Source: an optimization exercise on an open RTL-to-GDS flow (aim: small area, a short achievable clock period and few clock cycles). Production flows keep margins and buffers that such runs may drop.
At most, simulation tests tie the RTL to the original design; equivalence was not proved.
Power and IR drop assume default switching activity.

==> flow/design.v (excerpt) <==
module finder(clk,rst_n,wr,din,find,dfind,full,is,location);
	input clk;
	input rst_n;
	input wr;
	input [7:0] din;
	input find;
	input [7:0] dfind;
	output reg full;
	output reg is;
	output [5:0] location;
	reg [7:0] mem [0:62];
	reg [5:0] pointer;
	always @(posedge clk or negedge rst_n)
		if (!rst_n) begin
			pointer <= 6'd0;
			full <= 1'b0;
		end else if (wr) begin
			if (pointer != 6'd63) begin
				pointer <= pointer + 6'd1;
				full <= 1'b0;
			end else begin
				pointer <= 6'd0;
				full <= 1'b1;
			end
		end
	genvar i;
	generate
		for (i = 0; i < 63; i = i + 1) begin : g_mem
			always @(posedge clk)
				if (wr && pointer == i)
					mem[i] <= din;
		end
	endgenerate
	wire [63:0] m;
	wire [63:0] h;
	generate
		for (i = 0; i < 63; i = i + 1) begin : g_cmp
			assign m[i] = (mem[i] == dfind);
			assign h[i] = m[i] & (location <= i);
		end
	endgenerate
	assign m[63] = 1'b0;
	assign h[63] = 1'b0;
	function [6:0] first64(input [63:0] v);
		reg [5:0] idx;
		integer k;
		begin
			idx = 6'd0;
			for (k = 63; k >= 0; k = k - 1)
				if (v[k]) idx = k;
			first64 = {|v, idx};
		end
	endfunction
	wire [6:0] fh = first64(h);
	wire [6:0] fm = first64(m);
	reg [5:0] fh_r, fm_r;
	reg anyh_r;
	always @(posedge clk or negedge rst_n)
  ...
For scale: roughly 1900 cells after synthesis, about 530 flip-flops, roughly 28 I/O pins, about 25000 sq um of cells after synthesis.
Settings: LEC_CHECK=0, ABC_CLOCK_PERIOD_IN_PS=1500, CAP_MARGIN=20, CORE_MARGIN=2, CORE_UTILIZATION=40, CTS_BUF_LIST=sky130_fd_sc_hd__clkbuf_8, CTS_CLUSTER_DIAMETER=60, CTS_CLUSTER_SIZE=18, SETUP_SLACK_MARGIN=4.5, SLEW_MARGIN=20; clock period 8.0 ns.
run.sh (not shown) runs the stock make flow with config.mk's settings and CLKGATE_MAP_FILE= SYNTH_SCRIPT=/design/flow/synth_recipe.tcl, a recipe that flattens the netlist after the stock synthesis.
Testbench counts at the start, summed over its fixed seeds: cycles 2,400.
Rerun with:
ABC_CLOCK_PERIOD_IN_PS = not set   (was 1500)
Cell count stays the same.
Routed wire length is unchanged.
Total power is unchanged.
Rerun with:
CTS_BUF_LIST = not set   (was sky130_fd_sc_hd__clkbuf_8)
CTS_CLUSTER_DIAMETER = not set   (was 60)
CTS_CLUSTER_SIZE = not set   (was 18)
Outcome: The changed run completed with no timing, DRC or antenna violations. Utilization rises by 2.9 points. Power increases by 18%. Worst hold slack gets worse by 0.0093 ns. Die area does not change. Global-route usage increases by 0.61 points. Synthesized area does not change. Sequential power stays flat. Via count is higher by 3.0%. Non-clock buffer count rises by 66. Synthesized cell count stays the same.

---

The RTL this note starts from:
==> flow/design.v <==
module finder(clk,rst_n,wr,din,find,dfind,full,is,location);
	input clk;
	input rst_n;
	input wr;
	input [7:0] din;
	input find;
	input [7:0] dfind;
	output reg full;
	output reg is;
	output reg [5:0] location;
	reg [7:0] mem [0:62];
	reg [5:0] pointer;
	always @(posedge clk or negedge rst_n)
		if (!rst_n) begin
			pointer <= 6'd0;
			full <= 1'b0;
		end else if (wr) begin
			if (pointer != 6'd63) begin
				pointer <= pointer + 6'd1;
				full <= 1'b0;
			end else begin
				pointer <= 6'd0;
				full <= 1'b1;
			end
		end
	genvar i;
	generate
		for (i = 0; i < 63; i = i + 1) begin : g_mem
			always @(posedge clk)
				if (wr && pointer == i)
					mem[i] <= din;
		end
	endgenerate
	wire [63:0] m;
	wire [63:0] h;
	generate
		for (i = 0; i < 63; i = i + 1) begin : g_cmp
			assign m[i] = (mem[i] == dfind);
			assign h[i] = m[i] & (location <= i);
		end
	endgenerate
	assign m[63] = 1'b0;
	assign h[63] = 1'b0;
	function [6:0] first64(input [63:0] v);
		reg [5:0] idx;
		integer k;
		begin
			idx = 6'd0;
			for (k = 63; k >= 0; k = k - 1)
				if (v[k]) idx = k;
			first64 = {|v, idx};
		end
	endfunction
	wire [6:0] fh = first64(h);
	wire [6:0] fm = first64(m);
	wire [5:0] loc = fh[6] ? fh[5:0] : fm[5:0];
	always @(posedge clk or negedge rst_n)
		if (!rst_n) begin
			is <= 1'b0;
			location <= 6'd0;
		end else if (find) begin
			is <= fm[6];
			if (fm[6])
				location <= loc;
		end
endmodule
Settings: LEC_CHECK=0, ABC_CLOCK_PERIOD_IN_PS=3000, CAP_MARGIN=20, CORE_MARGIN=2, CORE_UTILIZATION=60, SETUP_SLACK_MARGIN=4.5, SLEW_MARGIN=20; clock period 8.0 ns.
Testbench counts at the start, summed over its fixed seeds: cycles 2,400.
Change:
- ABC_CLOCK_PERIOD_IN_PS: 3000 -> unset
- CORE_UTILIZATION: 60 -> 40
- SETUP_SLACK_MARGIN: 4.5 -> unset
=>
- The changed run finished with timing, DRC and antenna clean
- die area rises by well over a third
- first-iteration DRC count falls by a quarter to a third
- setup slack degrades by 1.3 ns
- power shrinks by a few percent
- synthesized cell count is unchanged
- utilization fell by 28 points
- register-to-register slack gets worse by 0.35 ns
- design area falls by a little under a tenth
Change:
- SETUP_SLACK_MARGIN: unset -> 4.5
The changed run finished with timing, DRC and antenna clean.
Synthesized area stays the same.
Total power rises by a few percent.
Core utilization rises by 4.2 points.
Clock skew rises by 0.025 ns.
Sequential power stays flat.

---

finder, a different RTL version from the one above (not shown whole).
For scale: about 1900 cells after synthesis, about 25000 um2 of cells after synthesis.
==> flow/config.mk <==
export PLATFORM = sky130hd
export DESIGN_NAME = finder
export DESIGN_NICKNAME = finder
export VERILOG_FILES = /design/flow/design.v
export SDC_FILE = /design/flow/constraint.sdc
export NUM_CORES = 4
export LEC_CHECK = 0
export CAP_MARGIN = 20
export CORE_MARGIN = 2
export CORE_UTILIZATION = 40
export CTS_BUF_LIST = sky130_fd_sc_hd__clkbuf_8
export CTS_CLUSTER_DIAMETER = 60
export CTS_CLUSTER_SIZE = 18
export SETUP_SLACK_MARGIN = 4.6
export SLEW_MARGIN = 20
export SYNTH_HIERARCHICAL = 1
==> flow/constraint.sdc <==
create_clock -name core_clock -period 8.0 [get_ports {clk}]
set_input_delay 1.6000 -clock core_clock [delete_from_list [all_inputs] [get_ports {clk}]]
set_output_delay 1.6000 -clock core_clock [all_outputs]
set_load 0.01 [all_outputs]
The baseline completed without violations.
Then changed:
SETUP_SLACK_MARGIN = 4.7   (was 4.6)
=> The new run completed with no timing, DRC or antenna violations; sequential power stays flat; first-iteration DRC count is lower by 5.4%; global-route usage increases by 1.0 points; setup slack gets better by 0.0091 ns; cell area went up by 2.7%; sequential share of layout area shrinks by 1.4 points; via count came out higher by 1.3%.
No run of this note included a check of the RTL's function; only the layout flow was run.

---

Another version of the RTL of finder (not shown whole).
Size: ~1800 cells after synthesis, about 28 I/O pins.
Settings: LEC_CHECK=0, CAP_MARGIN=20, CORE_MARGIN=2, CORE_UTILIZATION=35, CTS_BUF_LIST=sky130_fd_sc_hd__clkbuf_8, CTS_CLUSTER_DIAMETER=60, CTS_CLUSTER_SIZE=18, SETUP_SLACK_MARGIN=4.65, SLEW_MARGIN=20; clock period 8.0 ns.
The baseline finished with timing, DRC and antenna clean.
Testbench counts at the start, summed over its fixed seeds: cycles 2,400.
Next try:
Settings changed: CORE_UTILIZATION 35 to 25.
- area after synthesis is unchanged
- routed wire length went down by 3.8%
- register-to-register slack improved by 0.04 ns
- die area climbs by 39%
Next try:
Settings changed: CORE_UTILIZATION 25 to 40, SETUP_SLACK_MARGIN 4.65 to 4.5.
=>
- synthesized cell count is unchanged
- routed wire length goes down by 5.4%
- power rises by 0.31%
- cell count goes down by 15%
- flip-flop and latch count is unchanged
- register-to-register slack degrades by 0.26 ns
- combinational power went down by about 8%
- via count went down by 2.1%
Next try:
Settings changed: CORE_UTILIZATION 40 to 30, SETUP_SLACK_MARGIN 4.5 to 4.65.
What happened:
- design area climbs by 2.5%
- total power hardly moves
- non-clock buffer count climbs by 7
- utilization drops by 10 points
- setup slack improved by 0.082 ns
- sequential share of layout area drops by 1.4 points
- clock power barely changes
- routed wire length climbs by 3.0%
- area after synthesis is unchanged
Next try:
Settings changed: CORE_UTILIZATION 30 to 40, SETUP_SLACK_MARGIN 4.65 to 4.7.
What happened: Area after synthesis stays the same. First-iteration DRC count went down by 9.2%. Worst setup slack loses 0.13 ns. Total power went up by 4.0%. Global-route usage went up by 6.0 points. Flip-flop and latch count does not change. Maximum frequency went down by 3.7%. Cell area went up by 2.0%. Cell count went down by 6.3%. Via count went up by 1.7%.
Next try:
Settings changed: SETUP_SLACK_MARGIN 4.7 to 4.6.
Result:
- via count shrinks by 1.3%
- clock skew is about the same
- wire length shrinks by 4.4%
- clock power went down by about 7%
- worst setup slack gains 0.056 ns
- power is lower by 3.8%
- die area does not change
- fmax rises by 1.6%
- design area decreases by 2.8%
- global-route usage is lower by 1.2 points
- utilization shrinks by 1.3 points

---

## v6
Another version of the RTL of finder (not shown whole).
For scale: roughly 2000 cells after synthesis, about 540 flip-flops, about 28 I/O pins, roughly 26000 sq um of cells after synthesis.
make LEC_CHECK=0 CAP_MARGIN=20 CORE_MARGIN=2 CORE_UTILIZATION=40 CTS_BUF_LIST=sky130_fd_sc_hd__clkbuf_8 CTS_CLUSTER_DIAMETER=60 CTS_CLUSTER_SIZE=18 SETUP_SLACK_MARGIN=4.5 SLEW_MARGIN=20 SYNTH_HIERARCHICAL=1 finish   # period 8.0 ns
Input changes introduced in v7 (baseline for comparison: v6):
Settings: SETUP_SLACK_MARGIN: 4.5 -> 4.8.
Results
The total detailed-routing wirelength number comes out lower for v6 vs v7. When v7 is measured against v6, its number of setup buffers added after CTS turns out 35 higher. In the tables for v7 and v6, final cycle utilization of the critical path reads lower with v7. Relative contribution of the clock network to total power: v7 and v6 compared, lower one is v7. The ratio of routed vias to standard cells number comes out lower for v6 vs v7. Critical path capture point = location[0]: v7; critical path capture point = location[2]: v6. Sequential share of layout area: higher on v6. Fraction of met2 tracks used by global routing: v7 > v6. v7 vs. v6: post-cts sizing count went up by 87%.
Function was not checked in any run of this note: the RTL went through the layout flow alone.

what the ideal ports hide:
In the flow no input, the clock included, has a driving cell. The finished layouts below were timed again as built, in two steps.
Step 1 sets driving cells, clkbuf_16 on the clock port and buf_2 on the other inputs (assumed; they add their load-dependent delay and slew).
Step 2, shift: input delay + t, output delay - t, t = (earliest + latest rising clock arrival at the registers) / 2. This alone moves slack from input paths to output paths.
Three values: ideal ports, drivers, drivers and shift; two values: the first two.
| run | t (ns) | setup slack, ns | slew at the worst register clock pin (ns) | worst data-port slew with drivers (ns) |
|---|---|---|---|---|
| the first run of note 1 | 0.707 | 4.498 / 4.392 / 3.685 | 0.12 / 0.12 | 0.28 |
| the second run of note 1 | 0.707 | 4.498 / 4.392 / 3.685 | 0.12 / 0.12 | 0.28 |
| the third run of note 1 | 0.678 | 4.472 / 4.354 / 3.675 | 0.07 / 0.07 | 0.27 |
| the first run of note 2 | 0.662 | 4.122 / 3.959 / 3.297 | 0.07 / 0.07 | 0.29 |
| the second run of note 2 | 0.664 | 2.851 / 2.886 / 2.222 | 0.06 / 0.06 | 0.03 |
| the third run of note 2 | 0.680 | 4.186 / 3.975 / 3.295 | 0.07 / 0.07 | 0.35 |
| the first run of note 3 | 0.708 | 4.583 / 4.446 / 3.738 | 0.11 / 0.11 | 0.25 |
| the second run of note 3 | 0.715 | 4.592 / 4.329 / 3.614 | 0.12 / 0.12 | 0.39 |
| the first run of note 4 | 0.709 | 4.554 / 4.487 / 3.778 | 0.12 / 0.12 | 0.28 |
| the second run of note 4 | 0.704 | 4.526 / 4.472 / 3.832 | 0.12 / 0.12 | 0.25 |
| the third run of note 4 | 0.708 | 4.509 / 4.457 / 3.749 | 0.11 / 0.11 | 0.20 |
| the fourth run of note 4 | 0.697 | 4.591 / 4.444 / 3.747 | 0.12 / 0.12 | 0.33 |
| the fifth run of note 4 | 0.716 | 4.460 / 4.402 / 3.841 | 0.11 / 0.11 | 0.27 |
| the sixth run of note 4 | 0.684 | 4.516 / 4.460 / 3.776 | 0.12 / 0.12 | 0.25 |
| v6 | 0.709 | 4.432 / 4.379 / 3.695 | 0.11 / 0.11 | 0.30 |
| v7 | 0.712 | 4.458 / 4.404 / 3.765 | 0.12 / 0.12 | 0.31 |
After both steps every run listed still meets setup and hold. For the second run of note 3, which loses most, drivers alone change the setup slack by -0.263 ns; drivers and shift together by -0.978 ns.
